Context: an optimization exercise on an open-source flow, tuned for small area. The choices shown serve that exercise and are no tape-out recipe. RTL that was checked went through simulation tests only; none was proved equivalent to the original. Function not checked in run 6: the RTL went through the layout flow alone. Power figures rest on the tool's default switching activity, not on a simulated workload.

==> design.v <==
module SevenHexDecoder(
	input [3:0] i_hex,
	input i_on,
	output [6:0] o_seven_ten,
	output [6:0] o_seven_one
);
	localparam [111:0] ONES = {
		7'b0010010, 7'b0011001, 7'b0110000, 7'b0100100, 7'b1111001, 7'b1000000,
		7'b0010000, 7'b0000000, 7'b1011000, 7'b0000010, 7'b0010010, 7'b0011001,
		7'b0110000, 7'b0100100, 7'b1111001, 7'b1000000
	};
	wire ten = i_hex[3] & (i_hex[2] | i_hex[1]);
	wire [6:0] one = ONES[i_hex * 7 +: 7];
	assign o_seven_ten = i_on ? {1'b1, ten, ten, ten, 1'b0, 1'b0, ten} : 7'h7f;
	assign o_seven_one = i_on ? one : 7'h7f;
endmodule
module Debounce(
	input i_in,
	input i_clk,
	input i_rst,
	output o_neg
);
	logic       deb_r;
	logic [2:0] cnt_r;
	logic       neg_r;
	wire        flip = (cnt_r == 3'd0);
	assign o_neg = neg_r;
	always_ff @(posedge i_clk) begin
		if (i_rst) begin
			deb_r <= 1'b1;
			cnt_r <= 3'd7;
			neg_r <= 1'b0;
		end else begin
			deb_r <= deb_r ^ flip;
			cnt_r <= (i_in != deb_r) ? cnt_r - 3'd1 : 3'd7;
			neg_r <= deb_r & flip;
		end
	end
endmodule
module RngGen(
    input i_clk,
    input i_rst,
    output [3:0] o_rnd
);
    reg [3:0]  counter;
    reg [19:0] state;
    reg [3:0]  held;
    reg [1:0]  carry;
    wire [19:0] nxt;
    wire [1:0]  carry_nxt;
    wire last = (counter == 4'd9);
    RngMulW mul(.x(state), .inc(counter[3]), .ci(carry), .y(nxt), .co(carry_nxt));
    always @(posedge i_clk) begin
        carry <= carry_nxt;
        if (i_rst) begin
            state <= '0;
            counter <= '0;
            held <= '0;
        end else begin
            counter <= last ? 4'd0 : counter + 4'd1;
            if (counter[0])
                state <= nxt;
            if (last)
                held <= nxt[19:16];
        end
    end
    assign o_rnd = held;
endmodule
module RngMulW(
    input  [19:0] x,
    input         inc,
    input  [1:0]  ci,
    output [19:0] y,
    output [1:0]  co
);
    localparam SPLIT = 12;
    genvar i;
    wire [19:0] t1, t;
    wire [20:0] c1, c2, c3, c4;
    assign t1[8:0] = x[8:0];
    assign c1[9] = 1'b0;
    for (i = 9; i < 20; i = i + 1) begin : g_t1
        wire cin = (i == SPLIT) ? ci[0] : c1[i];
        assign t1[i]   = x[i] ^ x[i-9] ^ cin;
        assign c1[i+1] = (x[i] & x[i-9]) | (cin & (x[i] ^ x[i-9]));
    end
    assign t[14:0] = t1[14:0];
    assign c2[15] = 1'b1;
    for (i = 15; i < 20; i = i + 1) begin : g_t
        assign t[i]    = t1[i] ^ ~x[i-15] ^ c2[i];
        assign c2[i+1] = (t1[i] & ~x[i-15]) | (c2[i] & (t1[i] ^ ~x[i-15]));
    end
    wire [19:0] y1;
    assign y1[0] = t[0] ^ inc;
    assign c3[1] = t[0] & inc;
    assign y1[1] = t[1] ^ c3[1];
    assign c3[2] = t[1] & c3[1];
    for (i = 2; i < 20; i = i + 1) begin : g_y1
        wire cin = (i == SPLIT) ? ci[1] : c3[i];
        assign y1[i]   = t[i] ^ t[i-2] ^ cin;
        assign c3[i+1] = (t[i] & t[i-2]) | (cin & (t[i] ^ t[i-2]));
    end
    assign y[11:0] = y1[11:0];
    assign c4[12] = 1'b1;
    for (i = 12; i < 20; i = i + 1) begin : g_y
        assign y[i]    = y1[i] ^ ~t[i-12] ^ c4[i];
        assign c4[i+1] = (y1[i] & ~t[i-12]) | (c4[i] & (y1[i] ^ ~t[i-12]));
    end
    assign co = {c3[SPLIT], c1[SPLIT]};
endmodule
module Top(
    input i_clk,
    input i_rst,
    input i_start,
    output [3:0] o_random_out,
    output o_led_on
);
    reg [4:0]  phase;
    reg [15:0] s_clock;
    reg [3:0]  cur_number;
    wire [3:0] random;
    RngGen rngGen(
        .i_clk(i_clk),
        .i_rst(i_rst),
        .o_rnd(random)
    );
    wire idle  = phase[4] & phase[3] & (phase[2] | phase[1]);
    wire blink = phase[4] & ~idle;
    localparam [255:0] NEXT_START = {
        16'hd715,
        16'h2794,
        16'h7c79,
        16'h2623,
        16'h77ee,
        16'haf4d,
        16'he2fb,
        16'h10dc,
        16'h4589,
        16'hd0dc,
        16'h593d,
        16'hf630,
        16'h5d19,
        16'hc456,
        16'hf3da,
        16'h7f6d
    };
    wire [15:0] next_start = phase[4] ? 16'hd715 : NEXT_START[{phase[3:0], 4'd0} +: 16];
    wire [15:0] lfsr_next = {1'b0, s_clock[15:1]} ^ (s_clock[0] ? 16'hb400 : 16'h0000);
    wire tick_ended = &s_clock;
    wire tick_done  = ~idle & tick_ended;
    always @(posedge i_clk)
        s_clock <= i_start ? 16'h553f : tick_done ? next_start : lfsr_next;
    always @(posedge i_clk) begin
        if (i_rst) begin
            phase <= 5'd26;
            cur_number <= '0;
        end else if (i_start) begin
            phase <= 5'd0;
        end else if (tick_done) begin
            phase <= phase + 5'd1;
            if (!phase[4])
                cur_number <= random;
        end
    end
    assign o_random_out = cur_number;
    assign o_led_on = ~(blink & phase[0]);
endmodule
module lab1_chip(
	input        clk,
	input        rst,
	input        key0,
	output [6:0] hex0,
	output [6:0] hex1
);
	logic keydown;
	logic [3:0] random_value;
	wire led_on;
	Debounce deb0(
		.i_in(key0),
		.i_clk(clk),
		.i_rst(rst),
		.o_neg(keydown)
	);
	Top top0(
		.i_clk(clk),
		.i_rst(rst),
		.i_start(keydown),
		.o_random_out(random_value),
		.o_led_on(led_on)
	);
	SevenHexDecoder seven_dec0(
		.i_hex(random_value),
		.i_on(led_on),
		.o_seven_ten(hex1),
		.o_seven_one(hex0)
	);
endmodule
==> flow/run.sh <==
#!/bin/bash
# Own layout flow: the standard synthesis, then its combinational logic re-optimised for
# area (full adders in the polarity that needs the fewest inverters, then ABC with the
# flip-flops, full adders and tie cells kept as they are and the rest, half adders too,
# remapped), then the standard flow from the floorplan on, with smaller clock-tree and
# port buffers.
set -euo pipefail
W=$PWD
F=$W/flow
R=$W/orfs/results/$FLOW_PLATFORM/lab1_chip/base
LIB=$FLOW_HOME/platforms/sky130hd/lib/sky130_fd_sc_hd__tt_025C_1v80.lib
YOSYS=$FLOW_HOME/../tools/install/yosys/bin/yosys
[ -x "$YOSYS" ] || YOSYS=yosys

bash standard.sh synth > $W/run_synth.log 2>&1
cp $R/1_2_yosys.v $W/std_1_2_yosys.v

mkdir -p $W/reopt
python3 $F/libsplit.py $LIB $W/reopt "fa|conb" > $W/run_libsplit.log 2>&1
python3 $F/fapol.py $W/std_1_2_yosys.v $W/reopt/pol.v > $W/run_fapol.log 2>&1

DU=$(grep -o -- "-dont_use [A-Za-z0-9_]*" $W/orfs/logs/$FLOW_PLATFORM/lab1_chip/base/1_2_yosys.log | sort -u | tr '\n' ' ')
cat > $W/reopt/reopt.ys <<EOF
read_liberty -lib $W/reopt/box.lib
read_liberty -ignore_miss_func $W/reopt/logic.lib
read_verilog $W/reopt/pol.v
hierarchy -top $FLOW_TOP
flatten
opt_clean -purge
abc -liberty $LIB $DU -script "+strash;&get,-n;&deepsyn,-T,30;&put;&get,-n;&dch,-f;&nf,-R,1000,-a;&put"
opt_clean -purge
hilomap -singleton -hicell sky130_fd_sc_hd__conb_1 HI -locell sky130_fd_sc_hd__conb_1 LO
splitnets
opt_clean -purge
stat -liberty $LIB
write_verilog -noattr -nohex -nodec $W/reopt/reopt.v
EOF
$YOSYS -s $W/reopt/reopt.ys > $W/run_reopt.log 2>&1
cp $W/reopt/reopt.v $R/1_2_yosys.v
rm -f $R/1_synth.odb $R/1_synth.sdc

bash standard.sh finish \
  "CTS_ARGS=-sink_clustering_enable -repair_clock_nets -dont_use_dummy_load -buf_list sky130_fd_sc_hd__clkbuf_4" \
  "BUFFER_PORTS_ARGS=-buffer_cell sky130_fd_sc_hd__buf_1" > $W/run_finish.log 2>&1
==> flow/fapol.py <==
#!/usr/bin/env python3
"""Choose, for each full adder (sky130 fa cell), whether to build it in inverted form.
A full adder is self-dual: FA(~a, ~b, ~c) = (~sum, ~cout). Inverting one moves the
inverters from some of its pins to the others; this picks the forms that leave the
fewest inverters between adders and flip-flops, where logic cannot absorb
them. A flipped adder gets an inverter on each of its five pins; the logic
re-optimisation that follows cancels the inverter pairs.
usage: fapol.py IN.v OUT.v"""
import re, sys, random

src = open(sys.argv[1]).read()
KEEP_HA = False  # half adders are re-optimised as logic
inst_re = re.compile(r'^(\s*)(sky130_fd_sc_hd__\w+)\s+(\S+)\s*\((.*?)\);', re.S | re.M)
pin_re = re.compile(r'\.(\w+)\(([^()]*)\)')

cells = []
for m in inst_re.finditer(src):
    pins = {p: n.strip() for p, n in pin_re.findall(m.group(4))}
    cells.append(dict(span=m.span(), indent=m.group(1), typ=m.group(2)[17:], name=m.group(3), pins=pins))

OUTS = ('X', 'Y', 'Q', 'Q_N', 'SUM', 'COUT', 'HI', 'LO')
drv = {}
for i, c in enumerate(cells):
    for p, n in c['pins'].items():
        if p in OUTS:
            drv[n] = (i, p)

def is_inv(c):
    return re.match(r'(clk)?inv_\d+$', c['typ']) is not None

def root(n):
    par = 0
    seen = 0
    while n in drv and is_inv(cells[drv[n][0]]) and seen < 50:
        n = cells[drv[n][0]]['pins']['A']
        par ^= 1
        seen += 1
    return n, par

fas = [i for i, c in enumerate(cells) if re.match(r'fa_\d+$', c['typ'])]
fa_idx = {i: k for k, i in enumerate(fas)}
# box input pins: (owner fa index or None, root net, parity)
box_pins = []
for i, c in enumerate(cells):
    if is_inv(c):
        continue
    t = c['typ']
    if re.match(r'fa_\d+$', t):
        names = ('A', 'B', 'CIN')
    elif re.match(r'ha_\d+$', t) and KEEP_HA:
        names = ('A', 'B')
    elif 'df' in t:
        names = tuple(p for p in c['pins'] if p not in OUTS and p != 'CLK')
    else:
        continue
    for p in names:
        r, par = root(c['pins'][p])
        box_pins.append((fa_idx.get(i), r, par))

def root_flip(r, flip):
    if r in drv and drv[r][0] in fa_idx:
        return flip[fa_idx[drv[r][0]]]
    return 0

def cost(flip):
    need = set()
    for owner, r, par in box_pins:
        f = flip[owner] if owner is not None else 0
        if par ^ f ^ root_flip(r, flip):
            need.add(r)
    return len(need)

n = len(fas)
best = [0] * n
best_c = cost(best)
print('adders', n, 'inverters between boxes before', best_c)
rng = random.Random(1)
for restart in range(20):
    flip = [0] * n if restart == 0 else [rng.randint(0, 1) for _ in range(n)]
    c = cost(flip)
    improved = True
    while improved:
        improved = False
        for k in rng.sample(range(n), n):
            flip[k] ^= 1
            c2 = cost(flip)
            if c2 < c:
                c = c2
                improved = True
            else:
                flip[k] ^= 1
    if c < best_c:
        best, best_c = flip[:], c
print('after', best_c, 'flipped', sum(best))

# emit: flipped adders drive new nets, with an inverter back to the old net for
# any other load; every adder and flip-flop input is rewired to the
# root of its inverter chain, or to one shared inverter of it.
cnt = [0]
extra_wires = []
extra_invs = []
def fmt(n):
    return n + ' ' if n.startswith('\\') else n
def newnet():
    cnt[0] += 1
    w = '_fapol_%d_' % cnt[0]
    extra_wires.append(w)
    return w
avail = {}      # root net -> net carrying the root's value as the adders now give it
inv_of = {}     # net -> net carrying its inverse
for i in fas:
    if best[fa_idx[i]]:
        c = cells[i]
        for p in ('SUM', 'COUT'):
            n = c['pins'].get(p)
            if n:
                w = newnet()
                c['pins'][p] = w
                extra_invs.append((w, n))
                avail[n] = w
                inv_of[w] = n
def inv_net(n):
    if n not in inv_of:
        w = newnet()
        extra_invs.append((n, w))
        inv_of[n] = w
    return inv_of[n]
for i, c in enumerate(cells):
    if is_inv(c):
        continue
    t = c['typ']
    if re.match(r'fa_\d+$', t):
        names = ('A', 'B', 'CIN')
    elif re.match(r'ha_\d+$', t) and KEEP_HA:
        names = ('A', 'B')
    elif 'df' in t:
        names = tuple(p for p in c['pins'] if p not in OUTS and p != 'CLK')
    else:
        continue
    pg = best[fa_idx[i]] if i in fa_idx else 0
    for p in names:
        r, par = root(c['pins'][p])
        pr = 1 if r in avail else 0
        base = avail.get(r, r)
        c['pins'][p] = inv_net(base) if (par ^ pg ^ pr) else base

out = []
pos = 0
for i, c in enumerate(cells):
    s, e = c['span']
    out.append(src[pos:s])
    pos = e
    body = ',\n'.join('    .%s(%s)' % (p, fmt(v)) for p, v in c['pins'].items())
    out.append('%ssky130_fd_sc_hd__%s %s (\n%s\n  );' % (c['indent'], c['typ'], c['name'], body))
rest = src[pos:]
k = rest.rfind('endmodule')
add = ''.join('  wire %s;\n' % w for w in extra_wires)
for j, (a, y) in enumerate(extra_invs):
    add += '  sky130_fd_sc_hd__inv_1 _fapol_inv_%d_ (\n    .A(%s),\n    .Y(%s)\n  );\n' % (j, fmt(a), fmt(y))
out.append(rest[:k] + add + rest[k:])
open(sys.argv[2], 'w').write(''.join(out))
==> flow/libsplit.py <==
#!/usr/bin/env python3
"""Split the platform's liberty file for re-optimising a mapped netlist in Yosys:
box.lib holds the cells kept as they are (flip-flops, latches, adders, tie cells),
logic.lib the other cells, read as logic.
usage: libsplit.py LIB OUTDIR"""
import re, sys
src = open(sys.argv[1]).read()
BOXED = sys.argv[3] if len(sys.argv) > 3 else 'fa|ha|conb'
hdr_end = re.search(r'\n\s*cell\s*\(', src).start()
hdr = src[:hdr_end]
cells = []
pos = hdr_end
pat = re.compile(r'\n\s*cell\s*\(')
while True:
    m = pat.search(src, pos)
    if not m:
        break
    j = src.index('{', m.start())
    depth, k = 1, j + 1
    while depth:
        ch = src[k]
        if ch == '{':
            depth += 1
        elif ch == '}':
            depth -= 1
        k += 1
    name = re.search(r'cell\s*\(\s*"?(\w+)"?', src[m.start():j]).group(1)
    cells.append((name, src[m.start():k]))
    pos = k
def boxed(n, body):
    return (re.search(r'__(%s)_' % BOXED, n) is not None
            or re.search(r'\b(ff|latch|statetable)\s*\(', body) is not None)
open(sys.argv[2] + '/box.lib', 'w').write(hdr + ''.join(b for n, b in cells if boxed(n, b)) + '\n}\n')
open(sys.argv[2] + '/logic.lib', 'w').write(hdr + ''.join(b for n, b in cells if not boxed(n, b)) + '\n}\n')
print(len(cells), 'cells,', sum(1 for n, b in cells if boxed(n, b)), 'boxed')
==> standard.sh <==
#!/bin/bash
# synth_recipe.tcl (not shown) runs the flow's synth.tcl, then flattens the netlist and writes it again
# the make line also repeats each setting of config.mk as NAME=value (left out here)
make -C /OpenROAD-flow-scripts/flow DESIGN_CONFIG=/design/flow/config.mk WORK_HOME=/design/flow/orfs CLKGATE_MAP_FILE= SYNTH_SCRIPT=/design/flow/synth_recipe.tcl "${@:-finish}"
==> config.mk <==
export PLATFORM = sky130hd
export DESIGN_NAME = lab1_chip
export DESIGN_NICKNAME = lab1_chip
export VERILOG_FILES = /design/flow/design.v
export SDC_FILE = /design/flow/constraint.sdc
export NUM_CORES = 4
export LEC_CHECK = 0
export ABC_AREA = 1
export CAP_MARGIN = 20
export CORE_MARGIN = 2
export CORE_UTILIZATION = 65
export GPL_TIMING_DRIVEN = 0
export PLACE_DENSITY = 0.75
export SLEW_MARGIN = 20
==> constraint.sdc <==
create_clock -name core_clock -period 7.0 [get_ports {clk}]
set_input_delay 1.4000 -clock core_clock [delete_from_list [all_inputs] [get_ports {clk}]]
set_output_delay 1.4000 -clock core_clock [all_outputs]
set_load 0.01 [all_outputs]
==> results of run 1 <==
-- layout make-up --
class,count,area share [%]
multi-input combinational,235,56.00
sequential,60,36.57
clock buffer,9,2.057
tap,54,2.057
timing repair buffer,15,1.714
inverter,14,1.600
-- layout by cell type (no fill, tap or decap), drive strengths merged, types with 2 or more instances in the layout --
cell type and n:
a31oi 2, clkinv 14, nand2b 4, o21bai 3, o21a 4, and3 7, and2 4, a21o 3
nor4 2, nand2 32, nor3 6, buf 15, nand3 5, clkbuf 9, a22o 15, fa 35
nand4 4, nor2b 9, xor2 5, a21oi 16, xnor2 10, o21ai 27, nor2 28, a211oi 2
dfxtp 60, o211ai 3
-- flip-flops by register name, summed over array words and instances, names as in the netlist --
register,cells
top0.cur_number,4
top0.rngGen.counter,4
top0.rngGen.held,4
deb0.deb_r,1
top0.s_clock,16
top0.rngGen.state,20
top0.rngGen.carry,2
top0.phase,5
deb0.neg_r,1
deb0.cnt_r,3
-- routing by layer --
| metal | global-route usage (%) | share of wire (%) | vias to the layer above |
|---|---|---|---|
| met5 | 0 | 0 | - |
| met3 | 5.387 | 4.1 | 17 |
| met4 | 13.37 | 2.5 | 0 |
| met2 | 46.06 | 50 | 62 |
| li1 | - | - | 1118 |
| met1 | 31.93 | 44 | 1077 |
-- power groups by stage --
stage               combinational [uW]  sequential [uW]  clock, uW
global placement                  19.5              363          0
CTS                               20.5              355        172
global route                      23.3              356        188
finish                            20.2              355        170
floorplan                         14.8              361          0
detailed placement                20.3              363          0
-- metrics by stage --
stage	hold slack [ns]	power, uW	area, um^2	worst slack (ns)	cells
after CTS	0.4281	548.0	3284	0.6225	387
after global routing	0.4454	568.0	3284	0.2686	387
final	0.4271	544.9	3284	0.6849	387
after floorplan	0.3879	375.8	3090	0.9596	309
after global placement	0.4024	382.3	3214	0.7107	378
after detailed placement	0.4054	383.4	3217	0.6312	378
-- critical path: stages, from the launching register on --
cell and delay, ns:
dfxtp_1 0.44, fa_1 0.49, fa_1 0.46, fa_1 0.46, fa_1 0.46, fa_1 0.46, fa_1 0.55, clkinv_1 0.08
fa_1 0.60, fa_1 0.45, fa_1 0.42, fa_1 0.38, xor2_1 0.18, xnor2_1 0.15, o21ai_0 0.10, a21oi_1 0.19
o21ai_0 0.09, a21oi_1 0.18, a22o_1 0.14
-- path summary, 6_finish.rpt --
path | depth (start not counted) | end | slack (ns)
worst max-delay path | 18 | top0.rngGen.held[3] | 0.68
worst min register to register | 1 | deb0.cnt_r[0] | 0.43
worst max register to register | 18 | top0.rngGen.held[3] | 0.68
worst min-delay path | 1 | deb0.cnt_r[0] | 0.43
==> results.txt, run 1 <==
Setup path
The timing startpoint of the critical path is top0.rngGen.state[3]. The largest fanout of any net on the critical path is 6. The critical path arrival is 6.67 ns. At the worst endpoint, the required time is ~7.4 ns. The worst setup path is captured at a flip-flop.

By startpoint and endpoint, the worst setup path is classified as flip-flop to flip-flop. The launch instance of the worst register-to-register path is top0.rngGen.state[3]. The worst setup path is launched from a flip-flop.

Yosys
Summing every instance area after synthesis gives around 3100 um^2. The post-synth net total is 347. The warning count from the yosys run is 3.

The count of mapped cells out of synthesis is about 310. A synthesized cell averages 10.00 um^2.

Job
The number of max-capacitance violations reported is 0.

Timing
The max-slew headroom at the worst pin is 48.58%. Setup violations remaining at the end of the flow were counted as 0. For the finished layout, the period the worst path requires is about 6.3 ns.

The worst path uses roughly nine tenths of the clock period. The setup clock skew after layout is approximately 0.025 ns. The number of slew-limit violations in the final report was 0. For the final routed database, the setup TNS stands at 0 ns. The timing-limited maximum frequency is ~160 MHz. The number of endpoints with negative hold slack in the final report is 0. Setup repair after global routing left no endpoint under its margin. The transition time at the pin with the least slew margin is 0.7705 ns.

Clock tree
The clock net in this run drives a total of 60 sinks. The number of CTS-inserted buffers is 9. The clock passes through at most 2 buffers.

The clock latency at the later pin of the worst-skew pair is 0.40 ns. The cts-stage hold buffer count is 0. After clock tree synthesis, the clock-pin slew on the worst setup and hold paths is ~0.09 ns. The root buffer cell is clkbuf_4. The total of cells resized after clock tree synthesis is 0.

The post-CTS setup buffer count is 0. The maximum level of the CTS H-tree is 3. The CTS tree is yes.

Power
The cell leakage power is ~0.0013 uW. The relative contribution of the clock network to total power is a little under a third. The net load switching power is roughly 130 uW. The fraction of power spent switching nets is 23.59%. The internal power of the cells totals 416.4 uW.

Per report_power, the sequential group accounts for approximately 65% of the total. The cell area power density is around 170 nW/um^2. IR analysis of the VDD net gives a maximum drop of ~0.13 mV. Of the total power, combinational logic draws between 3 and 4%.

Place
Buffers placed on the I/O ports in this run total 15. The half-perimeter wire length of the detailed placement result is between 4 and 5 mm. The congestion estimate from routability-driven global placement came to 0.8843.

Route
The number of iterations in the first detailed-routing pass is 5. The count of antenna-violating nets left after detailed routing is 0. After detailed routing, the number of vias per cell comes to around 5.9. The residual DRC count is 0.

The total wire length after detailed routing is a little under 6 mm. The mean routed wirelength per cell is 15.37 um. The number of DRC markers in iteration 0 is about 140. The routed via count is approximately 2300.

Final layout
The final antenna diode count is 0. The layout-stage area growth over the synthesis result is 6.275%. The net count of the finished layout is 373.

In the final layout, the multi-input gates occupy ~1800 um^2. The total of fill cells in the finished design is 362. At the end of the flow the core is filled with cells to 70.47%.

In the final layout, flip-flops and latches occupy around 1200 um^2. Of the cells placed in the final design, the portion with a size suffix greater than 1 is 3.003%.

Floorplanning
The initial utilization of the core area, before any placement, comes to 66.31%. The width of the chip is 72.96 um. The die is between 70 and 80 um tall. For this design the top-level I/O count stands at 17. Row generation in the floorplan step produced 25 rows. The area of the core region is roughly 4700 um^2. The total die area is roughly 5300 um^2.

Global routing
The number of antenna violations at the first check in global routing is 0. The overall global routing resource usage is between 20% and 30%. Entering global routing, the biggest net connects 21 pins.

The number of global-route vias before repair is around 2300. Summed over all layers, the global routing overflow is 0. The wire length of the first global-routing pass is approximately 11 mm.

Hold path
In this run the most critical hold path is launched from deb0.cnt_r[0]. In this run the worst hold path is classified as flip-flop to flip-flop.

Run status
The flow ran to the end and the layout has no timing, DRC or antenna violations.
==> run 2: changes to the inputs <==
--- a/config.mk
+++ b/config.mk
@@ -9,6 +9,5 @@
 export CAP_MARGIN = 20
 export CORE_MARGIN = 2
 export CORE_UTILIZATION = 65
-export GPL_TIMING_DRIVEN = 0
 export PLACE_DENSITY = 0.75
 export SLEW_MARGIN = 20
==> results.txt, run 2 <==
Clock tree
The total of cells resized after clock tree synthesis is 0 (unchanged). The root buffer cell is clkbuf_4. TritonCTS built the clock tree. The post-CTS setup buffer count came to 0 (unchanged). The clock latency at the later pin of the worst-skew pair is 0.40 ns (about the same). The maximum level of the CTS H-tree is 3 (unchanged).

The cts-stage hold buffer count is 0 (unchanged). The worst-case clock buffer depth is 2 (unchanged). The number of CTS-inserted buffers was 9 (unchanged). The number of sinks on the clock net came to 60 (unchanged). The clock transition at the registers of the reported paths is 0.08 ns (about the same).

Job
The number of max-capacitance violations reported is 0 (unchanged).

Place
The half-perimeter wire length of the detailed placement result was 4.585 mm (+2.4%). The count of port buffers added during placement is 15 (unchanged). The routability-driven placement congestion ratio is 0.9137 (+3.3%). The placed instance count was 380 (+0.53%). The cell area after placement is 3229 um^2 (+0.39%).

Power
The maximum resistive drop on vdd is 0.1170 mV (-13%). The relative contribution of the clock network to total power came to 30.7% (-0.4 points). The power share of the sequential group is 65.5% (+0.3 points). The internal power was 416.9 uW (+0.12%). The fraction of power spent switching nets is 23.01% (-0.58 points).

The cell leakage power is 0.001327 uW (+0.79%). The net load switching power is 124.6 uW (-3.1%). The cell area power density is 164.2 nW/um^2 (-1.0%).

The portion of total power attributed to combinational logic is 3.9% (+0.2 points).

Floorplanning
The row count is 25 (unchanged). The total die area is 5322 um^2 (unchanged). The y dimension of the die is 72.96 um (unchanged).

The effective utilization at floorplan is 66.31% (unchanged). The count of pins on the block boundary is 17 (unchanged). The area of the core region is 4661 um^2 (unchanged). The width of the chip is 72.96 um (unchanged).

Hold path
The path type of the worst min-delay path is flip-flop to flip-flop.

Global routing
The overall global routing resource usage is 26.37% (-0.42 points). The number of antenna violations at the first check in global routing is 0 (unchanged). The pin count of the biggest net entering global routing is 21 (unchanged). The overall overflow remaining after global route came to 0 (unchanged). The number of global-route vias before repair is 2106 (-9.4%). The wire length of the first global-routing pass came to 10.34 mm (-2.7%).

Yosys
The total standard cell area after synthesis was 3090 um^2 (unchanged). The count of mapped cells out of synthesis is 309 (unchanged). The warning count from the yosys run is 3 (unchanged). The mean cell area of the mapped netlist was 10.00 um^2 (unchanged). The post-synth net total came to 347 (unchanged).

Route
The mean routed wirelength per cell is 15.35 um (-0.11%). The post-detailed-route via-to-cell ratio is 5.853 (-0.38%). The number of DRC markers in iteration 0 came to 146 (+5.0%).

The count of antenna-violating nets left after detailed routing is 0 (unchanged). The number of iterations in the first detailed-routing pass is 4 (-1). The routed via count is 2277 (+0.13%). The total wire length after detailed routing is 5.972 mm (+0.40%).

The residual DRC count is 0 (unchanged).

Final layout
The total of fill cells in the finished design is 367 (+1.4%). The post-route non-filler standard cell count came to 389 (+0.52%). top0.rngGen.state holds more flip-flops than any other register. The leading cell type in the layout, fill and taps excluded is dfxtp_1.

The finished layout cell area is 3297 um^2 (+0.38%). The layout-stage area growth over the synthesis result is 6.680%. The final antenna diode count is 0 (unchanged). The fraction of layout instances using a drive strength above 1 was 3.284% (+0.28 points). The flip-flop count of the largest register after layout is 20 (unchanged). The library cells used most frequently in the layout, excluding fill and tap cells, are dfxtp_1, fa_1, nand2_1. The largest registers in the layout are top0.rngGen.state (20), top0.s_clock (16), top0.phase (5). The final net count is 375 (+0.54%).

Timing
The transition time at the pin with the least slew margin came to 0.8164 ns (+0.04585 ns). The setup clock skew after layout came to 0.03222 ns (+0.006804 ns). The minimum period implied by the final worst setup slack is 6.258 ns (-0.05687 ns).

The number of slew-limit violations in the final report is 0 (unchanged). Setup repair after global routing left no endpoint under its margin. The final setup TNS is 0 ns (unchanged). The timing-limited maximum frequency is 159.8 MHz (+0.91%). The max-slew headroom at the worst pin came to 45.46% (-3.1 points). The number of endpoints with negative hold slack in the final report is 0 (unchanged).

The setup-violating endpoint count in the final report is 0 (unchanged). The final worst-path cycle share is 89.40% (-0.81 points).

Setup path
Among all stages on the critical path, the largest delay is contributed by fa_1. The number of buffer and inverter instances along the worst setup path is 1 (unchanged). The critical path goes through fa_1 > fa_1 > fa_1 > fa_1 > fa_1 > fa_1 > clkinv_1 > fa_1 > fa_1 > fa_1 > fa_1 > xor2_1 > xnor2_1 > o21ai_0 > a21oi_1 > o21ai_0 > a21oi_1 > a22o_1.

The kind of start point of the critical path is a flip-flop. The maximum cell stage delay along the critical path was 0.60 ns (about the same). The dominant cell type by count on the critical path is fa_1. The worst setup path category is flip-flop to flip-flop. The kind of cell adding the most delay to the critical path is adder cells. The largest fanout of any net on the critical path is 6 (unchanged). The critical path arrival is 6.59 ns (-0.08 ns).

The data required time at the worst endpoint was 7.33 ns (-0.02 ns). The category of the worst setup path capture point is a flip-flop.

Run status
The run finished with no timing, DRC or antenna violations.
==> run 2: per-layer routing <==
layer	vias up	track usage (%)	share of wire, %
met1	1088	36.29	46
met5	-	0	0
met4	0	10.08	2.0
li1	1123	-	-
met2	53	40.20	48
met3	13	7.182	3.9
==> run 2: final cells by class <==
class / instances / area, um^2 / share of cell area, %
multi-input cells: 235 / 1837 / 55.71
inverters: 14 / 52.55 / 1.594
well taps: 54 / 67.56 / 2.049
flip-flops and latches: 60 / 1201 / 36.43
repair buffers: 17 / 71.32 / 2.163
clock buffers: 9 / 67.56 / 2.049
==> run 2: metrics by stage <==
stage,power [uW],hold slack [ns],utilization [%],worst slack (ns)
6_report,541.4,0.4130,70.74,0.7418
5_1_grt,561.6,0.4416,70.74,0.3337
4_1_cts,544.2,0.4203,70.74,0.7101
3_5_place_dp,383.7,0.4046,69.29,0.7219
3_3_place_gp,382.9,0.4021,69.29,0.8393
2_1_floorplan,375.8,0.3879,-,0.9596
==> run 2: power by group through the flow <==
stage / clock (uW) / combinational [uW] / sequential [uW]
2_1_floorplan: 0 / 14.8 / 361
3_3_place_gp: 0 / 20.5 / 362
3_5_place_dp: 0 / 21.1 / 363
4_1_cts: 168 / 21.2 / 355
5_1_grt: 182 / 23.8 / 356
6_report: 166 / 20.9 / 355
==> run 2: path summary, 6_finish.rpt <==
check / depth (start not counted) / startpoint / to / slack [ns]
worst max-delay path: 18 / top0.rngGen.state[3] / top0.rngGen.held[3] / 0.74
worst max register to register: 18 / top0.rngGen.state[3] / top0.rngGen.held[3] / 0.74
worst min register to register: 1 / deb0.cnt_r[0] / deb0.cnt_r[0] / 0.41
worst min-delay path: 1 / deb0.cnt_r[0] / deb0.cnt_r[0] / 0.41
==> run 3: changes to the inputs <==
--- a/flow/run.sh
+++ b/flow/run.sh
@@ -2,8 +2,8 @@
 # Own layout flow: the standard synthesis, then its combinational logic re-optimised for
 # area (full adders in the polarity that needs the fewest inverters, then ABC with the
 # flip-flops, full adders and tie cells kept as they are and the rest, half adders too,
-# remapped), then the standard flow from the floorplan on, with smaller clock-tree and
-# port buffers.
+# remapped; ABC runs from several random seeds and the smallest netlist is kept), then
+# the standard flow from the floorplan on, with smaller clock-tree and port buffers.
 set -euo pipefail
 W=$PWD
 F=$W/flow
@@ -20,23 +20,31 @@
 python3 $F/fapol.py $W/std_1_2_yosys.v $W/reopt/pol.v > $W/run_fapol.log 2>&1
 
 DU=$(grep -o -- "-dont_use [A-Za-z0-9_]*" $W/orfs/logs/$FLOW_PLATFORM/lab1_chip/base/1_2_yosys.log | sort -u | tr '\n' ' ')
-cat > $W/reopt/reopt.ys <<EOF
+for S in 1 2 3 4 5 6 7 8; do
+  cat > $W/reopt/reopt_$S.ys <<EOF
 read_liberty -lib $W/reopt/box.lib
 read_liberty -ignore_miss_func $W/reopt/logic.lib
 read_verilog $W/reopt/pol.v
 hierarchy -top $FLOW_TOP
 flatten
 opt_clean -purge
-abc -liberty $LIB $DU -script "+strash;&get,-n;&deepsyn,-T,30;&put;&get,-n;&dch,-f;&nf,-R,1000,-a;&put"
+abc -liberty $LIB $DU -script "+strash;&get,-n;&deepsyn,-T,20,-S,$S;&put;&get,-n;&dch,-f;&nf,-R,1000,-a;&put"
 opt_clean -purge
 hilomap -singleton -hicell sky130_fd_sc_hd__conb_1 HI -locell sky130_fd_sc_hd__conb_1 LO
 splitnets
 opt_clean -purge
 stat -liberty $LIB
-write_verilog -noattr -nohex -nodec $W/reopt/reopt.v
+write_verilog -noattr -nohex -nodec $W/reopt/reopt_$S.v
 EOF
-$YOSYS -s $W/reopt/reopt.ys > $W/run_reopt.log 2>&1
-cp $W/reopt/reopt.v $R/1_2_yosys.v
+done
+for S in 1 2 3 4; do $YOSYS -s $W/reopt/reopt_$S.ys > $W/run_reopt_$S.log 2>&1 & done; wait
+for S in 5 6 7 8; do $YOSYS -s $W/reopt/reopt_$S.ys > $W/run_reopt_$S.log 2>&1 & done; wait
+BEST=$(for S in 1 2 3 4 5 6 7 8; do
+  a=$(sed -n "s/.*Chip area for module .*: \([0-9.]*\).*/\1/p" $W/run_reopt_$S.log | tail -1)
+  [ -n "$a" ] && [ -s $W/reopt/reopt_$S.v ] && echo "$a $S"
+done | sort -g | head -1 | cut -d' ' -f2)
+echo "kept seed $BEST" > $W/run_pick.log
+cp $W/reopt/reopt_$BEST.v $R/1_2_yosys.v
 rm -f $R/1_synth.odb $R/1_synth.sdc
 
 bash standard.sh finish \
--- a/config.mk
+++ b/config.mk
@@ -9,5 +9,6 @@
 export CAP_MARGIN = 20
 export CORE_MARGIN = 2
 export CORE_UTILIZATION = 65
+export GPL_TIMING_DRIVEN = 0
 export PLACE_DENSITY = 0.75
 export SLEW_MARGIN = 20
==> results.txt, run 3 <==
Hold path
The path type of the worst min-delay path is flip-flop to flip-flop.

Setup path
Traced cell by cell, the critical path runs through fa_1 > fa_1 > fa_1 > fa_1 > fa_1 > clkinv_1 > fa_1 > fa_1 > fa_1 > fa_1 > fa_1 > xnor2_1 > xnor2_1 > xnor2_1 > a31oi_1 > nor2b_1 > a22o_1. The maximum cell stage delay along the critical path was 0.63 ns (+0.03 ns). The kind of cell adding the most delay to the critical path is adder cells.

The cell with the largest stage delay on the worst path is fa_1. The most numerous cell type found on the critical path is fa_1. The setup path with the least slack is of type flip-flop to flip-flop. The data required time at the worst endpoint was 7.27 ns (-0.06 ns). The largest fanout of any net on the critical path came to 6 (unchanged). The critical path arrival came to 6.67 ns (+0.08 ns). The number of buffer and inverter instances along the worst setup path is 1 (unchanged). The category of the worst setup path capture point is a flip-flop. The kind of start point of the critical path is a flip-flop.

Global routing
The overall global routing resource usage was 25.49% (-0.88 points). The number of antenna violations at the first check in global routing came to 0 (unchanged). The overall overflow remaining after global route came to 0 (unchanged).

The pin count of the biggest net entering global routing was 21 (unchanged). The number of global-route vias before repair is 2167 (+2.9%). The wire length of the first global-routing pass was 10.21 mm (-1.3%).

Floorplanning
The count of pins on the block boundary is 17 (unchanged). The area of the core region is 4661 um^2 (unchanged). The row count is 25 (unchanged).

The y dimension of the die is 73.16 um (+0.28%). The total die area is 5352 um^2 (+0.56%). The effective utilization at floorplan is 66.71% (+0.40 points). The width of the chip is 73.16 um (+0.28%).

Route
The number of DRC markers in iteration 0 is 154 (+5.5%). The number of iterations in the first detailed-routing pass is 5 (+1). The count of antenna-violating nets left after detailed routing is 0 (unchanged). The routed via count is 2318 (+1.8%). The residual DRC count came to 0 (unchanged).

The total wire length after detailed routing is 6.006 mm (+0.57%). The post-detailed-route via-to-cell ratio is 5.913 (+1.0%). The mean routed wirelength per cell is 15.32 um (-0.20%).

Yosys
The count of mapped cells out of synthesis is 313 (+1.3%). The warning count from the yosys run is 3 (unchanged). The post-synth net total is 351 (+1.2%). The mean cell area of the mapped netlist is 9.934 um^2 (-0.68%).

The total standard cell area after synthesis was 3109 um^2 (+0.61%).

Place
The routability-driven placement congestion ratio was 0.9234 (+1.1%). The cell area after placement is 3241 um^2 (+0.35%). The count of port buffers added during placement is 15 (unchanged).

The half-perimeter wire length of the detailed placement result was 4.607 mm (+0.49%). The post-placement worst setup slack is 0.5709 ns (-0.1510 ns).

Timing
Setup repair after global routing left no endpoint under its margin. The setup clock skew after layout came to 0.03431 ns (+0.002096 ns). The final worst-path cycle share was 91.30% (+1.9 points). The transition time at the pin with the least slew margin is 0.8308 ns (+0.01444 ns).

The max-slew headroom at the worst pin was 44.61% (-0.85 points). The final setup slack of the worst path was 0.6088 ns (-0.1330 ns). The timing-limited maximum frequency was 156.5 MHz (-2.1%). The final setup TNS is 0 ns (unchanged). The minimum period implied by the final worst setup slack is 6.391 ns (+0.1330 ns).

The number of slew-limit violations in the final report came to 0 (unchanged). The setup-violating endpoint count in the final report is 0 (unchanged). The number of endpoints with negative hold slack in the final report was 0 (unchanged).

Power
The portion of total power attributed to combinational logic is 7.7% (+3.8 points). The relative contribution of the clock network to total power is 27.1% (-3.6 points). The cell area power density came to 180.5 nW/um^2 (+9.9%). The internal power was 452.1 uW (+8.5%). The final total power is 597.1 uW (+10%).

The power share of the sequential group was 65.2% (-0.3 points). The fraction of power spent switching nets is 24.28% (+1.3 points). The net load switching power is 145.0 uW (+16%). The cell leakage power came to 0.001304 uW (-1.8%). The maximum resistive drop on vdd is 0.1285 mV (+9.8%).

Clock tree
The cts-stage hold buffer count is 0 (unchanged). The number of CTS-inserted buffers is 9 (unchanged). The worst-case clock buffer depth is 2 (unchanged). The maximum level of the CTS H-tree is 3 (unchanged). The clock transition at the registers of the reported paths is 0.08 ns (about the same). TritonCTS built the clock tree. The root buffer cell is clkbuf_4. The number of sinks on the clock net is 60 (unchanged). The clock latency at the later pin of the worst-skew pair is 0.39 ns (about the same).

The post-CTS setup buffer count came to 0 (unchanged). The total of cells resized after clock tree synthesis came to 0 (unchanged).

Final layout
The final net count is 378 (+0.80%). Relative to the synthesized area, the layout overhead comes to 6.398%. The final cell utilization of the core is 70.98% (+0.24 points).

The flip-flop count of the largest register after layout is 20 (unchanged). In the layout the commonest cells are dfxtp_1, nand2_1, fa_1. Ranked by flip-flop count, first place goes to top0.rngGen.state.

The largest registers in the layout are top0.rngGen.state (20), top0.s_clock (16), top0.phase (5). The leading cell type in the layout, fill and taps excluded is dfxtp_1. The final antenna diode count is 0 (unchanged).

The finished layout cell area came to 3308 um^2 (+0.34%). The fraction of layout instances using a drive strength above 1 was 2.959% (-0.33 points).

Run status
The flow ran to the end and the layout has no timing, DRC or antenna violations.

Job
The number of max-capacitance violations reported came to 0 (unchanged).
[run 3: worst paths after layout]
| path | from | end | slack, ns | cells after the start |
|---|---|---|---|---|
| setup / recovery | top0.rngGen.state[3] | top0.rngGen.held[3] | 0.61 | 17 |
| hold / removal | deb0.cnt_r[0] | deb0.cnt_r[0] | 0.42 | 1 |
| setup reg to reg | top0.rngGen.state[3] | top0.rngGen.held[3] | 0.61 | 17 |
| hold reg to reg | deb0.cnt_r[0] | deb0.cnt_r[0] | 0.42 | 1 |
[run 3: routing by layer]
metal	track usage, %	share of wire [%]	vias up
li1	-	-	1145
met1	33.73	45	1106
met2	40.24	49	59
met3	7.320	5.3	8
met4	8.848	1.2	0
met5	0	0	-
[run 3: power groups by stage]
stage | registers [uW] | clock network (uW) | logic (uW)
after floorplan | 392 | 0 | 35.7
after global placement | 396 | 0 | 43.5
after detailed placement | 397 | 0 | 46.1
after CTS | 389 | 169 | 46.0
after global routing | 393 | 182 | 51.8
final | 390 | 162 | 45.7
[run 3: metrics by stage]
step / std cells / hold slack, ns
2_1_floorplan: 313 / 0.3879
3_3_place_gp: 382 / 0.3989
3_5_place_dp: 383 / 0.4054
4_1_cts: 392 / 0.4254
5_1_grt: 392 / 0.4461
6_report: 392 / 0.4224
[run 3: cell type report]
type / instances / area, um^2
fill: 369 / 1353
inverter: 14 / 52.55
tap: 54 / 67.56
clock buffer: 9 / 67.56
timing repair buffer: 16 / 63.81
multi-input combinational: 239 / 1856
sequential: 60 / 1201
==> run 4: changes to the inputs <==
--- a/flow/run.sh
+++ b/flow/run.sh
@@ -20,7 +20,7 @@
 python3 $F/fapol.py $W/std_1_2_yosys.v $W/reopt/pol.v > $W/run_fapol.log 2>&1
 
 DU=$(grep -o -- "-dont_use [A-Za-z0-9_]*" $W/orfs/logs/$FLOW_PLATFORM/lab1_chip/base/1_2_yosys.log | sort -u | tr '\n' ' ')
-for S in 1 2 3 4 5 6 7 8; do
+for S in $(seq 0 15); do
   cat > $W/reopt/reopt_$S.ys <<EOF
 read_liberty -lib $W/reopt/box.lib
 read_liberty -ignore_miss_func $W/reopt/logic.lib
@@ -37,14 +37,20 @@
 write_verilog -noattr -nohex -nodec $W/reopt/reopt_$S.v
 EOF
 done
-for S in 1 2 3 4; do $YOSYS -s $W/reopt/reopt_$S.ys > $W/run_reopt_$S.log 2>&1 & done; wait
-for S in 5 6 7 8; do $YOSYS -s $W/reopt/reopt_$S.ys > $W/run_reopt_$S.log 2>&1 & done; wait
-BEST=$(for S in 1 2 3 4 5 6 7 8; do
+for B in 0 4 8 12; do
+  for S in $(seq $B $((B + 3))); do $YOSYS -s $W/reopt/reopt_$S.ys > $W/run_reopt_$S.log 2>&1 & done; wait
+done
+BEST=$(for S in $(seq 0 15); do
   a=$(sed -n "s/.*Chip area for module .*: \([0-9.]*\).*/\1/p" $W/run_reopt_$S.log | tail -1)
   [ -n "$a" ] && [ -s $W/reopt/reopt_$S.v ] && echo "$a $S"
 done | sort -g | head -1 | cut -d' ' -f2)
-echo "kept seed $BEST" > $W/run_pick.log
-cp $W/reopt/reopt_$BEST.v $R/1_2_yosys.v
+if [ -n "$BEST" ]; then
+  echo "kept seed $BEST" > $W/run_pick.log
+  cp $W/reopt/reopt_$BEST.v $R/1_2_yosys.v
+else
+  echo "no re-optimised netlist; kept the standard one" > $W/run_pick.log
+  cp $W/std_1_2_yosys.v $R/1_2_yosys.v
+fi
 rm -f $R/1_synth.odb $R/1_synth.sdc
 
 bash standard.sh finish \
==> results.txt, run 4 <==
Final layout
The footprint of the multi-input gates is 1839 um^2 (-0.88%). The final antenna diode count is 0 (unchanged). The flip-flop count of the largest register after layout came to 20 (unchanged).

The area growth from synthesis to layout is 6.275%. The post-route non-filler standard cell count was 387 (-1.3%). The final net count came to 373 (-1.3%).

The largest registers in the layout are top0.rngGen.state (20), top0.s_clock (16), top0.phase (5). The sequential cell area is 1201 um^2 (unchanged). The total of fill cells in the finished design came to 362 (-1.9%).

top0.rngGen.state holds more flip-flops than any other register. The leading cell type in the layout, fill and taps excluded is dfxtp_1. The finished layout cell area is 3284 um^2 (-0.72%). Leaving out fill and tap cells, the most frequent cells in the layout are dfxtp_1, fa_1, nand2_1. The fraction of layout instances using a drive strength above 1 was 3.003% (+0.044 points).

Timing
The final worst-path cycle share is 90.22% (-1.1 points). The transition time at the pin with the least slew margin was 0.7705 ns (-0.06029 ns). The final setup TNS came to 0 ns (unchanged). The max-slew headroom at the worst pin came to 48.58% (+4.0 points).

The minimum period implied by the final worst setup slack is 6.315 ns (-0.07615 ns). The number of endpoints with negative hold slack in the final report is 0 (unchanged). The setup-violating endpoint count in the final report is 0 (unchanged). The timing-limited maximum frequency was 158.4 MHz (+1.2%). The final setup slack of the worst path is 0.6849 ns (+0.07615 ns). The setup clock skew after layout was 0.02541 ns (-0.008900 ns).

The number of slew-limit violations in the final report is 0 (unchanged). Setup repair after global routing left no endpoint under its margin. The hold slack is 0.4271 ns (+0.004698 ns).

Clock tree
The root buffer cell is clkbuf_4. The cts-stage hold buffer count is 0 (unchanged). The maximum level of the CTS H-tree was 3 (unchanged).

The worst-case clock buffer depth is 2 (unchanged). The clock transition at the registers of the reported paths is 0.09 ns (about the same). The number of sinks on the clock net is 60 (unchanged).

The clock latency at the later pin of the worst-skew pair was 0.40 ns (about the same). The number of CTS-inserted buffers is 9 (unchanged). The post-CTS setup buffer count came to 0 (unchanged). The total of cells resized after clock tree synthesis is 0 (unchanged). TritonCTS built the clock tree.

Setup path
The worst setup path is launched from a flip-flop. The number of buffer and inverter instances along the worst setup path is 1 (unchanged). The kind of cell adding the most delay to the critical path is adder cells. Walking the worst path, the cells encountered are fa_1 > fa_1 > fa_1 > fa_1 > fa_1 > fa_1 > clkinv_1 > fa_1 > fa_1 > fa_1 > fa_1 > xor2_1 > xnor2_1 > o21ai_0 > a21oi_1 > o21ai_0 > a21oi_1 > a22o_1. The cell with the largest stage delay on the worst path is fa_1.

The largest fanout of any net on the critical path is 6 (unchanged). In this run the worst setup path begins at top0.rngGen.state[3]. The launch instance of the worst register-to-register path is top0.rngGen.state[3].

In this design, the critical path's most frequently occurring cell is fa_1. The critical path in this run is classified as flip-flop to flip-flop. The critical path arrival came to 6.67 ns (about the same). The category of the worst setup path capture point is a flip-flop. The maximum cell stage delay along the critical path came to 0.60 ns (-0.03 ns). The data required time at the worst endpoint is 7.35 ns (+0.08 ns).

Global routing
The number of antenna violations at the first check in global routing is 0 (unchanged). The number of global-route vias before repair is 2325 (+7.3%). The overall global routing resource usage came to 26.79% (+1.3 points). The overall overflow remaining after global route is 0 (unchanged).

The pin count of the biggest net entering global routing is 21 (unchanged). The wire length of the first global-routing pass is 10.63 mm (+4.1%).

Route
The residual DRC count is 0 (unchanged). The post-detailed-route via-to-cell ratio is 5.876 (-0.63%). The number of iterations in the first detailed-routing pass is 5 (unchanged). The routed via count is 2274 (-1.9%).

The total wire length after detailed routing was 5.948 mm (-0.97%). The number of DRC markers in iteration 0 is 139 (-9.7%). The count of antenna-violating nets left after detailed routing is 0 (unchanged). The mean routed wirelength per cell is 15.37 um (+0.31%).

Yosys
The count of mapped cells out of synthesis is 309 (-1.3%). The total standard cell area after synthesis is 3090 um^2 (-0.60%). The warning count from the yosys run is 3 (unchanged). The mean cell area of the mapped netlist is 10.00 um^2 (+0.68%). The post-synth net total is 347 (-1.1%).

Power
The maximum resistive drop on vdd is 0.1347 mV (+4.9%). The cell leakage power is 0.001317 uW (+1.0%). The cell area power density is 165.9 nW/um^2 (-8.1%).

Floorplanning
The width of the chip came to 72.96 um (-0.28%). The y dimension of the die is 72.96 um (-0.28%). The effective utilization at floorplan is 66.31% (-0.40 points).

The area of the core region was 4661 um^2 (unchanged). The row count is 25 (unchanged). The total die area is 5322 um^2 (-0.56%).

The count of pins on the block boundary came to 17 (unchanged).

Place
The cell area after placement was 3217 um^2 (-0.73%). The placed instance count came to 378 (-1.3%). The count of port buffers added during placement is 15 (unchanged). The half-perimeter wire length of the detailed placement result is 4.476 mm (-2.8%).

The routability-driven placement congestion ratio is 0.8843 (-4.2%). The post-placement worst setup slack was 0.6312 ns (+0.06032 ns).

Job
The number of max-capacitance violations reported is 0 (unchanged).

Hold path
The worst hold path belongs to the class flip-flop to flip-flop. The source of the worst hold timing path is deb0.cnt_r[0].

Run status
The run finished with no timing, DRC or antenna violations.
==> run 4: cell count changes in the layout (fill, tap and decap cells not counted), moves of 2 or more <==
| cell | delta |
|---|---|
| nand2_1 | -4 |
| and3_1 | +3 |
| o21ai_0 | +5 |
| o21bai_1 | +2 |
| nor2_1 | -2 |
| o21a_1 | +3 |
| a21oi_1 | -3 |
| nand3_1 | -3 |
| and2_0 | +3 |
| nand2b_1 | -3 |
| nor4_1 | +2 |
==> run 4: layer usage <==
metal | GRT usage [%] | part of all wire [%]
met5 | 0 | 0
met4 | 13.37 | 2.5
met3 | 5.387 | 4.1
met2 | 46.06 | 50
met1 | 31.93 | 44
==> run 4: worst register-to-register path, delay by kind of cell (launching register included) <==
family / cells / cell delay (ns)
DFF: 1 / 0.44
AOI/OAI and AO/OA: 5 / 0.70
adders and majority gates: 10 / 4.73
buffers and inverters: 1 / 0.08
xor gates and xnor gates: 2 / 0.33
==> run 4: path summary, 6_finish.rpt <==
check / to / slack, ns / cells after the start
max: top0.rngGen.held[3] / 0.68 / 18
min: deb0.cnt_r[0] / 0.43 / 1
max reg2reg: top0.rngGen.held[3] / 0.68 / 18
min reg2reg: deb0.cnt_r[0] / 0.43 / 1
==> run 4: area by class of cell <==
cell class	instances	share of cell area (%)
Multi-Input combinational cell	235	56.00
Timing Repair Buffer	15	1.714
Clock buffer	9	2.057
Tap cell	54	2.057
Inverter	14	1.600
Sequential cell	60	36.57
==> run 4: metrics by stage <==
stage	util [%]	total power, uW
after floorplan	-	375.8
after CTS	70.47	548.0
after global routing	70.47	568.0
final	70.47	544.9
after detailed placement	69.02	383.4
after global placement	68.97	382.3
==> run 4: power breakdown <==
part	leakage, uW	internal [uW]	switching (uW)	total, uW
Combinational	0.000784	7.83	12.4	20.2
Clock	0.0000414	59.6	110	170
Sequential	0.000491	349	6.23	355
==> run 5: changes to the inputs <==
--- a/flow/run.sh
+++ b/flow/run.sh
@@ -20,7 +20,7 @@
 python3 $F/fapol.py $W/std_1_2_yosys.v $W/reopt/pol.v > $W/run_fapol.log 2>&1
 
 DU=$(grep -o -- "-dont_use [A-Za-z0-9_]*" $W/orfs/logs/$FLOW_PLATFORM/lab1_chip/base/1_2_yosys.log | sort -u | tr '\n' ' ')
-for S in $(seq 0 15); do
+for S in 0 1 2 3 4 5 6 7; do
   cat > $W/reopt/reopt_$S.ys <<EOF
 read_liberty -lib $W/reopt/box.lib
 read_liberty -ignore_miss_func $W/reopt/logic.lib
@@ -37,10 +37,9 @@
 write_verilog -noattr -nohex -nodec $W/reopt/reopt_$S.v
 EOF
 done
-for B in 0 4 8 12; do
-  for S in $(seq $B $((B + 3))); do $YOSYS -s $W/reopt/reopt_$S.ys > $W/run_reopt_$S.log 2>&1 & done; wait
-done
-BEST=$(for S in $(seq 0 15); do
+for S in 0 1 2 3; do $YOSYS -s $W/reopt/reopt_$S.ys > $W/run_reopt_$S.log 2>&1 & done; wait
+for S in 4 5 6 7; do $YOSYS -s $W/reopt/reopt_$S.ys > $W/run_reopt_$S.log 2>&1 & done; wait
+BEST=$(for S in 0 1 2 3 4 5 6 7; do
   a=$(sed -n "s/.*Chip area for module .*: \([0-9.]*\).*/\1/p" $W/run_reopt_$S.log | tail -1)
   [ -n "$a" ] && [ -s $W/reopt/reopt_$S.v ] && echo "$a $S"
 done | sort -g | head -1 | cut -d' ' -f2)
==> results.txt, run 5 <==
Setup path
The end of the worst register-to-register path is top0.rngGen.held[3]. The worst setup path category is flip-flop to flip-flop. The logic depth of the worst register-to-register path is 18 (unchanged).

The maximum cell stage delay along the critical path was 0.60 ns (about the same). Counting stages on the worst path, the most repeated cell is fa_1. The critical path goes through fa_1 > fa_1 > fa_1 > fa_1 > fa_1 > fa_1 > clkinv_1 > fa_1 > fa_1 > fa_1 > fa_1 > xor2_1 > xnor2_1 > o21ai_0 > a21oi_1 > o21ai_0 > a21oi_1 > a22o_1. The critical path arrival is 6.67 ns (about the same). The worst setup path is launched from a flip-flop.

The largest fanout of any net on the critical path is 6 (unchanged). The data required time at the worst endpoint was 7.35 ns (about the same). The slack of the worst reg-to-reg path is 0.68 ns (about the same).

The category of the worst setup path capture point is a flip-flop. The worst register-to-register path begins at top0.rngGen.state[3]. The cell with the largest stage delay on the worst path is fa_1.

Yosys
The total standard cell area after synthesis is 3090 um^2 (unchanged). The warning count from the yosys run was 3 (unchanged). The count of mapped cells out of synthesis is 309 (unchanged). The mean cell area of the mapped netlist is 10.00 um^2 (unchanged).

The post-synth net total came to 347 (unchanged).

Place
The count of port buffers added during placement was 15 (unchanged). The routability-driven placement congestion ratio came to 0.8843 (unchanged). The half-perimeter wire length of the detailed placement result is 4.476 mm (unchanged). The placed instance count is 378 (unchanged).

Timing
Setup repair after global routing left no endpoint under its margin. The timing-limited maximum frequency is 158.4 MHz (unchanged). The setup clock skew after layout is 0.02541 ns (unchanged).

The number of slew-limit violations in the final report is 0 (unchanged). The max-slew headroom at the worst pin came to 48.58% (unchanged). The number of endpoints with negative hold slack in the final report is 0 (unchanged). The setup-violating endpoint count in the final report is 0 (unchanged).

The minimum period implied by the final worst setup slack is 6.315 ns (unchanged). The final setup TNS is 0 ns (unchanged). The transition time at the pin with the least slew margin is 0.7705 ns (unchanged). The hold slack came to 0.4271 ns (unchanged). The final worst-path cycle share is 90.22% (unchanged).

Clock tree
The number of CTS-inserted buffers came to 9 (unchanged). The post-CTS setup buffer count came to 0 (unchanged). The total of cells resized after clock tree synthesis is 0 (unchanged).

The maximum level of the CTS H-tree is 3 (unchanged). The clock latency at the later pin of the worst-skew pair is 0.40 ns (about the same). The tree is rooted in a clkbuf_4.

The number of sinks on the clock net was 60 (unchanged). The clock transition at the registers of the reported paths is 0.09 ns (about the same). The cts-stage hold buffer count is 0 (unchanged).

The CTS tree is yes. The worst-case clock buffer depth is 2 (unchanged).

Global routing
The overall overflow remaining after global route was 0 (unchanged). The pin count of the biggest net entering global routing was 21 (unchanged). The wire length of the first global-routing pass was 10.63 mm (unchanged). The number of antenna violations at the first check in global routing is 0 (unchanged).

The overall global routing resource usage was 26.79% (unchanged). The number of global-route vias before repair is 2325 (unchanged).

Final layout
The flip-flop count of the largest register after layout was 20 (unchanged). The total of fill cells in the finished design is 362 (unchanged). Leaving out fill and tap cells, the most frequent cells in the layout are dfxtp_1, fa_1, nand2_1. The final net count is 373 (unchanged). The post-route non-filler standard cell count is 387 (unchanged). The library cell used most frequently in the layout, excluding fill and tap cells, is dfxtp_1. The fraction of layout instances using a drive strength above 1 is 3.003% (unchanged). Counting flops per register, the top entry is top0.rngGen.state.

The layout-stage area growth over the synthesis result came to 6.275% (unchanged). The final antenna diode count is 0 (unchanged). In the final layout, the registers with the most flip-flops are top0.rngGen.state (20), top0.s_clock (16), top0.phase (5).

Hold path
In this run the most critical hold path is launched from deb0.cnt_r[0]. The hold path depth was 1 (unchanged). The end of the worst hold path is deb0.cnt_r[0].

The tightest min-delay check is of the flip-flop to flip-flop type.

Floorplanning
The row count is 25 (unchanged). The effective utilization at floorplan is 66.31% (unchanged). The width of the chip is 72.96 um (unchanged). The area of the core region is 4661 um^2 (unchanged). The y dimension of the die is 72.96 um (unchanged). The count of pins on the block boundary was 17 (unchanged).

The total die area is 5322 um^2 (unchanged).

Route
The post-detailed-route via-to-cell ratio is 5.876 (unchanged). The total wire length after detailed routing is 5.948 mm (unchanged). The number of DRC markers in iteration 0 was 139 (unchanged).

The mean routed wirelength per cell is 15.37 um (unchanged). The routed via count came to 2274 (unchanged). The number of iterations in the first detailed-routing pass is 5 (unchanged). The count of antenna-violating nets left after detailed routing is 0 (unchanged). The residual DRC count is 0 (unchanged).

Job
The number of max-capacitance violations reported is 0 (unchanged).

Power
The cell area power density is 165.9 nW/um^2 (unchanged). The cell leakage power is 0.001317 uW (unchanged). The maximum resistive drop on vdd is 0.1347 mV (unchanged).

Run status
The run finished with no timing, DRC or antenna violations.
==> run 5: stage by stage <==
| stage | total power (uW) | cell area (um^2) | setup WS, ns | utilization, % |
|---|---|---|---|---|
| after detailed placement | 383.4 | 3217 | 0.6312 | 69.02 |
| final | 544.9 | 3284 | 0.6849 | 70.47 |
| after floorplan | 375.8 | 3090 | 0.9596 | - |
| after global routing | 568.0 | 3284 | 0.2686 | 70.47 |
| after global placement | 382.3 | 3214 | 0.7107 | 68.97 |
| after CTS | 548.0 | 3284 | 0.6225 | 70.47 |
==> run 5: where the power goes <==
part	leakage [uW]	total [uW]	internal [uW]	switching, uW
Clock	0.0000414	170	59.6	110
Sequential	0.000491	355	349	6.23
Combinational	0.000784	20.2	7.83	12.4
==> run 5: critical path: cells and delay by family (launching register included) <==
family / cells / cell delay [ns]
AOI/OAI and AO/OA: 5 / 0.70
xor gates and xnor gates: 2 / 0.33
adders and majority gates: 10 / 4.73
buffers and inverters: 1 / 0.08
DFF: 1 / 0.44
==> run 5: worst max path at each step <==
stage,startpoint,to,slack (ns),cells after the start
after global routing,top0.rngGen.state[3],top0.rngGen.held[3],0.27,18
final,top0.rngGen.state[3],top0.rngGen.held[3],0.68,18
after global placement,top0.rngGen.state[3],top0.rngGen.held[3],0.71,18
after detailed placement,top0.rngGen.state[3],top0.rngGen.held[3],0.63,18
after floorplan,top0.rngGen.state[3],top0.rngGen.held[3],0.96,18
after CTS,top0.rngGen.state[3],top0.rngGen.held[3],0.62,18
==> run 5: area by class of cell <==
cell class / count / area (um^2) / share of cell area (%)
Clock buffer: 9 / 67.56 / 2.057
Timing Repair Buffer: 15 / 56.30 / 1.714
Inverter: 14 / 52.55 / 1.600
Tap cell: 54 / 67.56 / 2.057
Sequential cell: 60 / 1201 / 36.57
Multi-Input combinational cell: 235 / 1839 / 56.00
==> run 5: metal layers <==
| metal | global-route usage, % | vias up | part of all wire [%] |
|---|---|---|---|
| met1 | 31.93 | 1077 | 44 |
| met2 | 46.06 | 62 | 50 |
| met5 | 0 | - | 0 |
| met3 | 5.387 | 17 | 4.1 |
| met4 | 13.37 | 0 | 2.5 |
| li1 | - | 1118 | - |
==> run 6: changes to the inputs <==
--- a/design.v
+++ b/design.v
@@ -45,9 +45,9 @@
     reg [3:0]  counter;
     reg [19:0] state;
     reg [3:0]  held;
-    reg [1:0]  carry;
+    reg        carry;
     wire [19:0] nxt;
-    wire [1:0]  carry_nxt;
+    wire        carry_nxt;
     wire last = (counter == 4'd9);
     RngMulW mul(.x(state), .inc(counter[3]), .ci(carry), .y(nxt), .co(carry_nxt));
     always @(posedge i_clk) begin
@@ -69,9 +69,9 @@
 module RngMulW(
     input  [19:0] x,
     input         inc,
-    input  [1:0]  ci,
+    input         ci,
     output [19:0] y,
-    output [1:0]  co
+    output        co
 );
     localparam SPLIT = 12;
     genvar i;
@@ -80,9 +80,8 @@
     assign t1[8:0] = x[8:0];
     assign c1[9] = 1'b0;
     for (i = 9; i < 20; i = i + 1) begin : g_t1
-        wire cin = (i == SPLIT) ? ci[0] : c1[i];
-        assign t1[i]   = x[i] ^ x[i-9] ^ cin;
-        assign c1[i+1] = (x[i] & x[i-9]) | (cin & (x[i] ^ x[i-9]));
+        assign t1[i]   = x[i] ^ x[i-9] ^ c1[i];
+        assign c1[i+1] = (x[i] & x[i-9]) | (c1[i] & (x[i] ^ x[i-9]));
     end
     assign t[14:0] = t1[14:0];
     assign c2[15] = 1'b1;
@@ -96,7 +95,7 @@
     assign y1[1] = t[1] ^ c3[1];
     assign c3[2] = t[1] & c3[1];
     for (i = 2; i < 20; i = i + 1) begin : g_y1
-        wire cin = (i == SPLIT) ? ci[1] : c3[i];
+        wire cin = (i == SPLIT) ? ci : c3[i];
         assign y1[i]   = t[i] ^ t[i-2] ^ cin;
         assign c3[i+1] = (t[i] & t[i-2]) | (cin & (t[i] ^ t[i-2]));
     end
@@ -106,7 +105,7 @@
         assign y[i]    = y1[i] ^ ~t[i-12] ^ c4[i];
         assign c4[i+1] = (y1[i] & ~t[i-12]) | (c4[i] & (y1[i] ^ ~t[i-12]));
     end
-    assign co = {c3[SPLIT], c1[SPLIT]};
+    assign co = c3[SPLIT];
 endmodule
 module Top(
     input i_clk,
==> results.txt, run 6 <==
Clock tree
The cts-stage hold buffer count is 0 (unchanged). The maximum level of the CTS H-tree is 3 (unchanged). The number of sinks on the clock net is 59 (-1.7%). The number of CTS-inserted buffers was 9 (unchanged).

The clock latency at the later pin of the worst-skew pair was 0.40 ns (about the same). The worst-case clock buffer depth is 2 (unchanged). The tree is rooted in a clkbuf_4. The clock transition at the registers of the reported paths is 0.09 ns (about the same). The CTS tree is yes.

Setup path
The data required time at the worst endpoint was 7.35 ns (about the same). Walking the worst path, the cells encountered are and2_1 > fa_2 > fa_2 > fa_2 > fa_2 > fa_2 > fa_2 > fa_2 > clkinv_1 > fa_2 > fa_2 > fa_1 > fa_1 > fa_2 > xor2_1 > xnor2_1 > o21ai_1 > a21oi_2 > o21ai_1 > a21oi_2 > a22o_1. The critical path arrival is 7.06 ns (+0.39 ns).

STA classifies the critical path endpoint as a flip-flop. The largest fanout of any net on the critical path came to 4 (-2). The worst setup path category is flip-flop to flip-flop. The cell with the largest stage delay on the worst path is fa_2. The kind of cell adding the most delay to the critical path is adder cells.

The most numerous cell type found on the critical path is fa_2. The number of buffer and inverter instances along the worst setup path is 1 (unchanged). The logic depth of the worst register-to-register path is 21 (+3). The maximum cell stage delay along the critical path is 0.57 ns (-0.03 ns). The logic depth of the worst setup path including buffers came to 21 (+3).

The kind of start point of the critical path is a flip-flop.

Floorplanning
The total die area is 5285 um^2 (-0.70%). The width of the chip is 72.70 um (-0.35%). The count of pins on the block boundary came to 17 (unchanged). The effective utilization at floorplan came to 69.03% (+2.7 points). The y dimension of the die is 72.70 um (-0.35%). The row count came to 24 (-4.0%). The area of the core region was 4444 um^2 (-4.6%).

Power
The cell leakage power is 0.001353 uW (+2.7%). The maximum resistive drop on vdd is 0.1241 mV (-7.8%). The final total power came to 542.0 uW (-0.54%). The cell area power density is 162.2 nW/um^2 (-2.2%).

Global routing
The wire length of the first global-routing pass is 11.10 mm (+4.5%). The number of antenna violations at the first check in global routing is 0 (unchanged). The overall overflow remaining after global route was 0 (unchanged).

The number of global-route vias before repair is 2295 (-1.3%). The pin count of the biggest net entering global routing came to 22 (+4.8%). The overall global routing resource usage is 28.28% (+1.5 points).

Final layout
The total of fill cells in the finished design is 324 (-10%). From synthesis to final layout, the design area changed by 8.932%. The largest registers in the layout are top0.rngGen.state (20), top0.s_clock (16), top0.phase (5). Leaving out fill and tap cells, the most frequent cell in the layout is dfxtp_1.

The finished layout cell area is 3342 um^2 (+1.8%). The top cell types in the final layout, fill and taps aside, are dfxtp_1, nand2_1, nor2_1. The fraction of layout instances using a drive strength above 1 was 10.00% (+7.0 points). The final net count is 370 (-0.80%). The top register by number of flip-flops is top0.rngGen.state.

The final antenna diode count was 0 (unchanged). The flip-flop count of the largest register after layout came to 20 (unchanged).

Timing
The max-slew headroom at the worst pin is 38.06% (-11 points). The timing-limited maximum frequency is 149.1 MHz (-5.9%). The number of slew-limit violations in the final report is 0 (unchanged). The setup clock skew after layout is 0.01566 ns (-0.009756 ns).

Setup repair after global routing left no endpoint under its margin. The final worst-path cycle share came to 95.84% (+5.6 points). The minimum period implied by the final worst setup slack is 6.708 ns (+0.3934 ns).

The transition time at the pin with the least slew margin came to 0.9195 ns (+0.1489 ns). The setup-violating endpoint count in the final report came to 0 (unchanged). The number of endpoints with negative hold slack in the final report is 0 (unchanged).

Route
The mean routed wirelength per cell is 16.73 um (+8.8%). The total wire length after detailed routing is 6.390 mm (+7.4%). The number of iterations in the first detailed-routing pass is 4 (-1). The routed via count is 2282 (+0.35%).

The count of antenna-violating nets left after detailed routing is 0 (unchanged). The post-detailed-route via-to-cell ratio is 5.974 (+1.7%). The residual DRC count is 0 (unchanged). The number of DRC markers in iteration 0 is 180 (+29%).

Yosys
The mean cell area of the mapped netlist is 10.16 um^2 (+1.6%). The warning count from the yosys run came to 3 (unchanged). The post-synth net total was 340 (-2.0%). The total standard cell area after synthesis is 3068 um^2 (-0.73%).

The count of mapped cells out of synthesis is 302 (-2.3%).

Run status
The flow ran to the end and the layout has no timing, DRC or antenna violations.

Place
The half-perimeter wire length of the detailed placement result came to 4.767 mm (+6.5%). The routability-driven placement congestion ratio is 0.9351 (+5.7%). The cell area after placement is 3203 um^2 (-0.43%). The count of port buffers added during placement is 15 (unchanged).

Hold path
The hold path depth came to 1 (unchanged). The path type of the worst min-delay path is flip-flop to flip-flop.

Job
The number of max-capacitance violations reported was 0 (unchanged).
[run 6: metal layers]
metal	GRT usage, %	wire length, um
met2	42.53	2885
met4	10.49	138
met3	5.525	281
met1	40.99	3085
met5	0	0
[run 6: through the flow]
step / TNS [ns] / setup WS [ns] / utilization (%) / std cells / hold slack [ns]
after global routing: 0 / 0.03155 / 75.20 / 382 / 0.4470
after detailed placement: -0.5442 / -0.3447 / 72.07 / 369 / 0.4083
final: 0 / 0.2915 / 75.20 / 382 / 0.4276
after global placement: -0.3498 / -0.2470 / 72.02 / 369 / 0.4000
after CTS: 0 / 0.04796 / 74.63 / 381 / 0.4298
after floorplan: 0 / 0.03639 / - / 302 / 0.3879
[run 6: cell type report]
| class | instances | area, um^2 | share of cell area (%) |
|---|---|---|---|
| flip-flops and latches | 59 | 1189 | 35.57 |
| inverters | 12 | 45.04 | 1.348 |
| well taps | 52 | 65.06 | 1.947 |
| clock buffers | 9 | 67.56 | 2.022 |
| repair buffers | 19 | 86.33 | 2.583 |
| multi-input cells | 231 | 1889 | 56.53 |
[run 6: power breakdown]
part / internal (uW) / switching [uW] / total, uW / leakage (uW)
registers: 343 / 7.08 / 350 / 0.000484
clock network: 59.5 / 106 / 166 / 0.0000414
logic: 11.2 / 14.8 / 26.0 / 0.000827
[run 6: worst register-to-register path, cell delays in order, from the launching register on]
cell and delay [ns]:
dfxtp_4 0.37, and2_1 0.18, fa_2 0.36, fa_2 0.35, fa_2 0.35, fa_2 0.35, fa_2 0.36, fa_2 0.41
fa_2 0.57, clkinv_1 0.08, fa_2 0.38, fa_2 0.40, fa_1 0.49, fa_1 0.54, fa_2 0.37, xor2_1 0.18
xnor2_1 0.26, o21ai_1 0.11, a21oi_2 0.18, o21ai_1 0.10, a21oi_2 0.14, a22o_1 0.15
[run 6: worst paths after layout]
| kind | startpoint | end | slack, ns |
|---|---|---|---|
| max | top0.rngGen.state[9] | top0.rngGen.held[3] | 0.29 |
| max reg2reg | top0.rngGen.state[9] | top0.rngGen.held[3] | 0.29 |
| min | deb0.cnt_r[0] | deb0.cnt_r[0] | 0.43 |
| min reg2reg | deb0.cnt_r[0] | deb0.cnt_r[0] | 0.43 |
[run 6: timing repair]
action / 4_1_cts / 5_1_grt
pin swaps: 7 / 11
endpoints found under the setup margin: 2 / 2
resized for setup: 11 / 7
setup buffers: 3 / 1

Check on run 6: ideal ports give 0.292 ns setup slack; a clkbuf_16 on the clock port and buf_2 on the inputs give 0.292 ns; moving port delays by the midpoint clock arrival (0.416 ns) as well gives 0.292 ns.
